Source: an optimization exercise on an open RTL-to-GDS flow (aim: small area and a short achievable clock period). Production flows keep margins and buffers that such runs may drop. At most, simulation tests tie the RTL to the original design; equivalence was not proved.

Design LDL_crc32_dn_check, start of the top module:
module LDL_crc32_dn_check #(parameter NUM = 16)(
  input  [8*NUM -1:0]        data,  
  input  [$clog2(NUM) -1:0]  bnum,  
  input         valid,
  input         eof  ,
  output reg    err  ,
  input         rst_n,
  input         clk
);
reg  [31:0] s;       
wire [15:1] en;
assign en[1] = !eof || (bnum == 4'd0) || (bnum > 4'd1);
assign en[2] = !eof || (bnum == 4'd0) || (bnum > 4'd2);
assign en[3] = !eof || (bnum == 4'd0) || (bnum > 4'd3);
assign en[4] = !eof || (bnum == 4'd0) || (bnum > 4'd4);
assign en[5] = !eof || (bnum == 4'd0) || (bnum > 4'd5);
assign en[6] = !eof || (bnum == 4'd0) || (bnum > 4'd6);
assign en[7] = !eof || (bnum == 4'd0) || (bnum > 4'd7);
assign en[8] = !eof || (bnum == 4'd0) || (bnum > 4'd8);
assign en[9] = !eof || (bnum == 4'd0) || (bnum > 4'd9);
assign en[10] = !eof || (bnum == 4'd0) || (bnum > 4'd10);
assign en[11] = !eof || (bnum == 4'd0) || (bnum > 4'd11);
assign en[12] = !eof || (bnum == 4'd0) || (bnum > 4'd12);
assign en[13] = !eof || (bnum == 4'd0) || (bnum > 4'd13);
assign en[14] = !eof || (bnum == 4'd0) || (bnum > 4'd14);
assign en[15] = !eof || (bnum == 4'd0) || (bnum > 4'd15);
wire [976:0] t;
assign t[0] = data[120] ^ s[0];
assign t[1] = data[121] ^ s[1];
assign t[2] = data[122] ^ s[2];
assign t[3] = data[123] ^ s[3];
assign t[4] = data[124] ^ s[4];
assign t[5] = data[125] ^ s[5];
assign t[6] = data[126] ^ s[6];
assign t[7] = data[127] ^ s[7];
assign t[8] = ~(data[112] & en[1]) ^ s[8];
assign t[9] = ~(data[113] & en[1]) ^ s[9];
assign t[10] = ~(data[114] & en[1]) ^ s[10];
assign t[11] = ~(data[115] & en[1]) ^ s[11];
assign t[12] = ~(data[116] & en[1]) ^ s[12];
assign t[13] = ~(data[117] & en[1]) ^ s[13];
assign t[14] = ~(data[118] & en[1]) ^ s[14];
assign t[15] = ~(data[119] & en[1]) ^ s[15];
assign t[16] = ~(data[104] & en[2]) ^ s[16];
assign t[17] = ~(data[105] & en[2]) ^ s[17];
assign t[18] = ~(data[106] & en[2]) ^ s[18];
  ...
==> flow/config.mk <==
export PLATFORM = sky130hd
export DESIGN_NAME = LDL_crc32_dn_check
export DESIGN_NICKNAME = LDL_crc32_dn_check
export VERILOG_FILES = /design/flow/design.v
export SDC_FILE = /design/flow/constraint.sdc
export NUM_CORES = 4
export LEC_CHECK = 0
export ABC_CLOCK_PERIOD_IN_PS = 1500
export CAP_MARGIN = 20
export CORE_MARGIN = 2
export CORE_UTILIZATION = 50
export SLEW_MARGIN = 20
export SYNTH_HIERARCHICAL = 1
export SYNTH_MINIMUM_KEEP_SIZE = 0
==> flow/constraint.sdc <==
create_clock -name core_clock -period 24.0 [get_ports {clk}]
set_input_delay 4.8000 -clock core_clock [delete_from_list [all_inputs] [get_ports {clk}]]
set_output_delay 4.8000 -clock core_clock [all_outputs]
set_load 0.01 [all_outputs]
standard.sh (not shown) runs the stock make flow with config.mk's settings and CLKGATE_MAP_FILE= SYNTH_SCRIPT=/design/flow/synth_recipe.tcl, a recipe that flattens the netlist after the stock synthesis.
==> flow/flow/run.sh <==
#!/bin/bash
set -euo pipefail
bash standard.sh SETUP_SLACK_MARGIN=14 finish > make_finish.log 2>&1
==> next run, changes <==
==> flow/run.sh (new file) <==
#!/bin/bash
# synth_recipe.tcl (not shown) runs the flow's synth.tcl, then flattens the netlist and writes it again
# the make line also repeats each setting of config.mk as NAME=value (left out here)
make -C /OpenROAD-flow-scripts/flow DESIGN_CONFIG=/design/flow/config.mk WORK_HOME=/design/flow/orfs CLKGATE_MAP_FILE= SYNTH_SCRIPT=/design/flow/synth_recipe.tcl finish
- ABC_CLOCK_PERIOD_IN_PS: 1500 -> unset
- CORE_UTILIZATION: 50 -> 40
removed: flow/flow/run.sh
removed: flow/standard.sh
Result:
- non-clock buffer count shrinks by 8
- worst setup slack gets worse by 1.8 ns
- worst hold slack gets better by 0.0079 ns
==> next run, changes <==
==> flow/flow/run.sh (new file) <==
#!/bin/bash
set -euo pipefail
bash standard.sh SETUP_SLACK_MARGIN=17 finish > make_finish.log 2>&1
==> flow/standard.sh (new file) <==
#!/bin/bash
# synth_recipe.tcl (not shown) runs the flow's synth.tcl, then flattens the netlist and writes it again
# the make line also repeats each setting of config.mk as NAME=value (left out here)
make -C /OpenROAD-flow-scripts/flow DESIGN_CONFIG=/design/flow/config.mk WORK_HOME=/design/flow/orfs CLKGATE_MAP_FILE= SYNTH_SCRIPT=/design/flow/synth_recipe.tcl "${@:-finish}"
- ABC_CLOCK_PERIOD_IN_PS: unset -> 1500
- CORE_UTILIZATION: 40 -> 50
removed: flow/run.sh
With this change the flow did not get past 5_1_grt, error GRT-0116.
Synthesized cell count is unchanged.
Area after synthesis does not change.
==> next run, changes <==
==> flow/run.sh (new file) <==
#!/bin/bash
# synth_recipe.tcl (not shown) runs the flow's synth.tcl, then flattens the netlist and writes it again
# the make line also repeats each setting of config.mk as NAME=value (left out here)
make -C /OpenROAD-flow-scripts/flow DESIGN_CONFIG=/design/flow/config.mk WORK_HOME=/design/flow/orfs CLKGATE_MAP_FILE= SYNTH_SCRIPT=/design/flow/synth_recipe.tcl finish
- ABC_CLOCK_PERIOD_IN_PS: 1500 -> unset
- CAP_MARGIN: 20 -> 70
- SLEW_MARGIN: 20 -> 70
removed: flow/flow/run.sh
removed: flow/standard.sh
=> Now the flow ran to the end with no violations. Area after synthesis is unchanged. Synthesized cell count stays the same.
==> next run, changes <==
- ABC_CLOCK_PERIOD_IN_PS: unset -> 1500
- CAP_MARGIN: 70 -> 20
- SLEW_MARGIN: 70 -> 20
- The changed run produced a clean layout
- global-route usage decreases by 1.2 points
- setup slack degrades by 1.1 ns
- first-iteration DRC count falls by 3.7%
- sequential share of layout area rises by 0.85 points
- die area stays the same

* * *

LDL_crc32_dn_check, a different RTL version from the one above (not shown whole).
Size: roughly 1300 cells after synthesis, ~0.010 mm² of cells after synthesis.
Settings: LEC_CHECK=0, ABC_CLOCK_PERIOD_IN_PS=1500, CAP_MARGIN=20, CORE_MARGIN=2, CORE_UTILIZATION=50, SLEW_MARGIN=20, SYNTH_HIERARCHICAL=1, SYNTH_MINIMUM_KEEP_SIZE=0; clock period 24.0 ns.
==> flow/flow/run.sh <==
#!/bin/bash
set -euo pipefail
export BUFFER_PORTS_ARGS="-buffer_cell sky130_fd_sc_hd__buf_1"
bash standard.sh SETUP_SLACK_MARGIN=14 finish > make_finish.log 2>&1
Change:
==> flow/flow/run.sh (replaced) <==
#!/bin/bash
set -euo pipefail
bash standard.sh SETUP_SLACK_MARGIN=14 finish > make_finish.log 2>&1
What happened:
- setup slack is worse by 0.062 ns
- hold slack hardly moves
- utilization grows by 7.1 points
- global-route usage barely changes
- die area stays the same
- routed wire length grows by 0.61%
- non-clock buffer count grows by 6
- design area grows by 12%
- maximum frequency shrinks by 0.62%
No functional check of the RTL was part of any run of this note.

* * *

== run a ==
Another version of the RTL of LDL_crc32_dn_check (not shown whole).
Size: ~33 flip-flops, roughly 140 I/O pins, roughly 10000 sq um of cells after synthesis.
Design LDL_crc32_dn_check, start of the top module:
module LDL_crc32_dn_check #(parameter NUM = 16)(
  input  [8*NUM -1:0]        data,  
  input  [$clog2(NUM) -1:0]  bnum,  
  input         valid,
  input         eof  ,
  output reg    err  ,
  input         rst_n,
  input         clk
);
reg  [31:0] s;       
wire [15:1] en, dis;
wire [15:1] disl;
crc_lanes u_lanes (.eof(eof), .bnum(bnum), .en(en), .dis(dis), .disl(disl));
wire [993:0] t;
assign t[0] = ~data[120] ^ s[0];
assign t[1] = ~data[121] ^ s[1];
assign t[2] = ~data[122] ^ s[2];
assign t[3] = ~data[123] ^ s[3];
assign t[4] = ~data[124] ^ s[4];
assign t[5] = ~data[125] ^ s[5];
assign t[6] = ~data[126] ^ s[6];
assign t[7] = ~data[127] ^ s[7];
wire m8;
crc_nand2 n8 (.a(data[112]), .b(en[1]), .y(m8));
assign t[8] = m8 ^ s[8];
wire m9;
crc_nor2 n9 (.a(data[113]), .b(dis[1]), .y(m9));
assign t[9] = m9 ^ s[9];
wire m10;
crc_nor2 n10 (.a(data[114]), .b(dis[1]), .y(m10));
assign t[10] = m10 ^ s[10];
wire m11;
crc_nor2 n11 (.a(data[115]), .b(dis[1]), .y(m11));
assign t[11] = m11 ^ s[11];
wire m12;
crc_nor2 n12 (.a(data[116]), .b(dis[1]), .y(m12));
assign t[12] = m12 ^ s[12];
wire m13;
crc_nand2 n13 (.a(data[117]), .b(en[1]), .y(m13));
assign t[13] = m13 ^ s[13];
wire m14;
crc_nand2 n14 (.a(data[118]), .b(en[1]), .y(m14));
assign t[14] = m14 ^ s[14];
wire m15;
crc_nand2 n15 (.a(data[119]), .b(en[1]), .y(m15));
assign t[15] = m15 ^ s[15];
wire m16;
crc_nor2 n16 (.a(data[104]), .b(dis[2]), .y(m16));
assign t[16] = m16 ^ s[16];
wire m17;
crc_nand2 n17 (.a(data[105]), .b(en[2]), .y(m17));
assign t[17] = m17 ^ s[17];
wire m18;
crc_nand2 n18 (.a(data[106]), .b(en[2]), .y(m18));
assign t[18] = m18 ^ s[18];
wire m19;
  ...
clock: 24.0 ns
lec_check: 0
abc_clock_period_in_ps: 1500
cap_margin: 20
core_margin: 2
core_utilization: 50
cts_buf_list: sky130_fd_sc_hd__clkbuf_4 sky130_fd_sc_hd__clkbuf_8
gpl_routability_driven: 0
place_density: 0.75
slew_margin: 20
synth_hierarchical: 1
synth_minimum_keep_size: 0
==> flow/flow/run.sh <==
#!/bin/bash
# Layout: the standard ORFS flow (standard.sh) with the standard synthesis, and these
# changes to how the rest of the layout is made:
#  - port buffers are sky130_fd_sc_hd__buf_1 cells (buffer_ports -buffer_cell) instead of
#    the delay-buffer cells buffer_ports picks by default;
#  - after synthesis, the delay cells (clkdlybuf4s*, dlygate*, dlymetal*) join the
#    platform's DONT_USE_CELLS, so placement and repair do not use them;
set -euo pipefail
bash standard.sh synth > make_synth.log 2>&1
export BUFFER_PORTS_ARGS="-buffer_cell sky130_fd_sc_hd__buf_1"
DU="sky130_fd_sc_hd__probe_p_8 sky130_fd_sc_hd__probec_p_8 sky130_fd_sc_hd__lpflow_bleeder_1 sky130_fd_sc_hd__lpflow_clkbufkapwr_1 sky130_fd_sc_hd__lpflow_clkbufkapwr_16 sky130_fd_sc_hd__lpflow_clkbufkapwr_2 sky130_fd_sc_hd__lpflow_clkbufkapwr_4 sky130_fd_sc_hd__lpflow_clkbufkapwr_8 sky130_fd_sc_hd__lpflow_clkinvkapwr_1 sky130_fd_sc_hd__lpflow_clkinvkapwr_16 sky130_fd_sc_hd__lpflow_clkinvkapwr_2 sky130_fd_sc_hd__lpflow_clkinvkapwr_4 sky130_fd_sc_hd__lpflow_clkinvkapwr_8 sky130_fd_sc_hd__lpflow_decapkapwr_12 sky130_fd_sc_hd__lpflow_decapkapwr_3 sky130_fd_sc_hd__lpflow_decapkapwr_4 sky130_fd_sc_hd__lpflow_decapkapwr_6 sky130_fd_sc_hd__lpflow_decapkapwr_8 sky130_fd_sc_hd__lpflow_inputiso0n_1 sky130_fd_sc_hd__lpflow_inputiso0p_1 sky130_fd_sc_hd__lpflow_inputiso1n_1 sky130_fd_sc_hd__lpflow_inputiso1p_1 sky130_fd_sc_hd__lpflow_inputisolatch_1 sky130_fd_sc_hd__lpflow_isobufsrc_1 sky130_fd_sc_hd__lpflow_isobufsrc_16 sky130_fd_sc_hd__lpflow_isobufsrc_2 sky130_fd_sc_hd__lpflow_isobufsrc_4 sky130_fd_sc_hd__lpflow_isobufsrc_8 sky130_fd_sc_hd__lpflow_isobufsrckapwr_16 sky130_fd_sc_hd__lpflow_lsbuf_lh_hl_isowell_tap_1 sky130_fd_sc_hd__lpflow_lsbuf_lh_hl_isowell_tap_2 sky130_fd_sc_hd__lpflow_lsbuf_lh_hl_isowell_tap_4 sky130_fd_sc_hd__lpflow_lsbuf_lh_isowell_4 sky130_fd_sc_hd__lpflow_lsbuf_lh_isowell_tap_1 sky130_fd_sc_hd__lpflow_lsbuf_lh_isowell_tap_2 sky130_fd_sc_hd__lpflow_lsbuf_lh_isowell_tap_4"
DU="$DU sky130_fd_sc_hd__clkdlybuf4s15_1 sky130_fd_sc_hd__clkdlybuf4s15_2 sky130_fd_sc_hd__clkdlybuf4s18_1 sky130_fd_sc_hd__clkdlybuf4s18_2 sky130_fd_sc_hd__clkdlybuf4s25_1 sky130_fd_sc_hd__clkdlybuf4s25_2 sky130_fd_sc_hd__clkdlybuf4s50_1 sky130_fd_sc_hd__clkdlybuf4s50_2 sky130_fd_sc_hd__dlygate4sd1_1 sky130_fd_sc_hd__dlygate4sd2_1 sky130_fd_sc_hd__dlygate4sd3_1 sky130_fd_sc_hd__dlymetal6s2s_1 sky130_fd_sc_hd__dlymetal6s4s_1 sky130_fd_sc_hd__dlymetal6s6s_1"
bash standard.sh "DONT_USE_CELLS=$DU" SETUP_SLACK_MARGIN=14 finish > make_finish.log 2>&1
Run a completed; timing, DRC and antenna clean
Inputs modified between run a and run b:
Settings: GPL_ROUTABILITY_DRIVEN no longer set, was 0.
Notes after the runs:
Delta (run b minus run a): period utilization dropped 0.25 points, final core utilization shows an increase of 0.41 points, detailed-route via count now sits lower, number of buffers and inverters on the critical path saw an increase, post-placement setup slack now smaller.
No functional check of the RTL was part of any run of this note.

==> re-timing with driven ports <==
No port has a modelled driver above. Below, the same layouts with a new extraction and two added sets of constraints.
Step 1: set_driving_cell puts a clkbuf_16 on clk and a buf_2 on each other input, an assumption about the parent block.
Step 2, shift: input delay + t, output delay - t, t = (earliest + latest rising clock arrival at the registers) / 2. This alone moves slack from input paths to output paths.
a / b / c = ideal ports / drivers / drivers and shift; a / b = the first two.
run	shift t [ns]	setup slack, ns	worst setup path at the end	latest minus earliest clock arrival (ns)	worst slew at a driven data input, ns
the first run of note 1	0.317	13.945 / 13.957 / 13.640	input to register	0.002 / 0.002	0.06
the second run of note 1	0.323	12.127 / 12.135 / 11.812	input to register	0.007 / 0.008	0.05
the fourth run of note 1	0.311	13.491 / 13.507 / 13.196	input to register	0.006 / 0.006	0.06
the fifth run of note 1	0.316	12.368 / 12.377 / 12.061	input to register	0.003 / 0.003	0.05
the first run of note 2	0.313	14.098 / 14.112 / 13.799	input to register	0.006 / 0.006	0.05
the second run of note 2	0.318	14.036 / 14.052 / 13.734	input to register	0.006 / 0.006	0.04
run a	0.317	13.932 / 13.932 / 13.615	input to register	0.003 / 0.003	0.04
run b	0.322	13.992 / 13.997 / 13.675	input to register	0.008 / 0.008	0.04
After both steps every run listed still meets setup and hold.
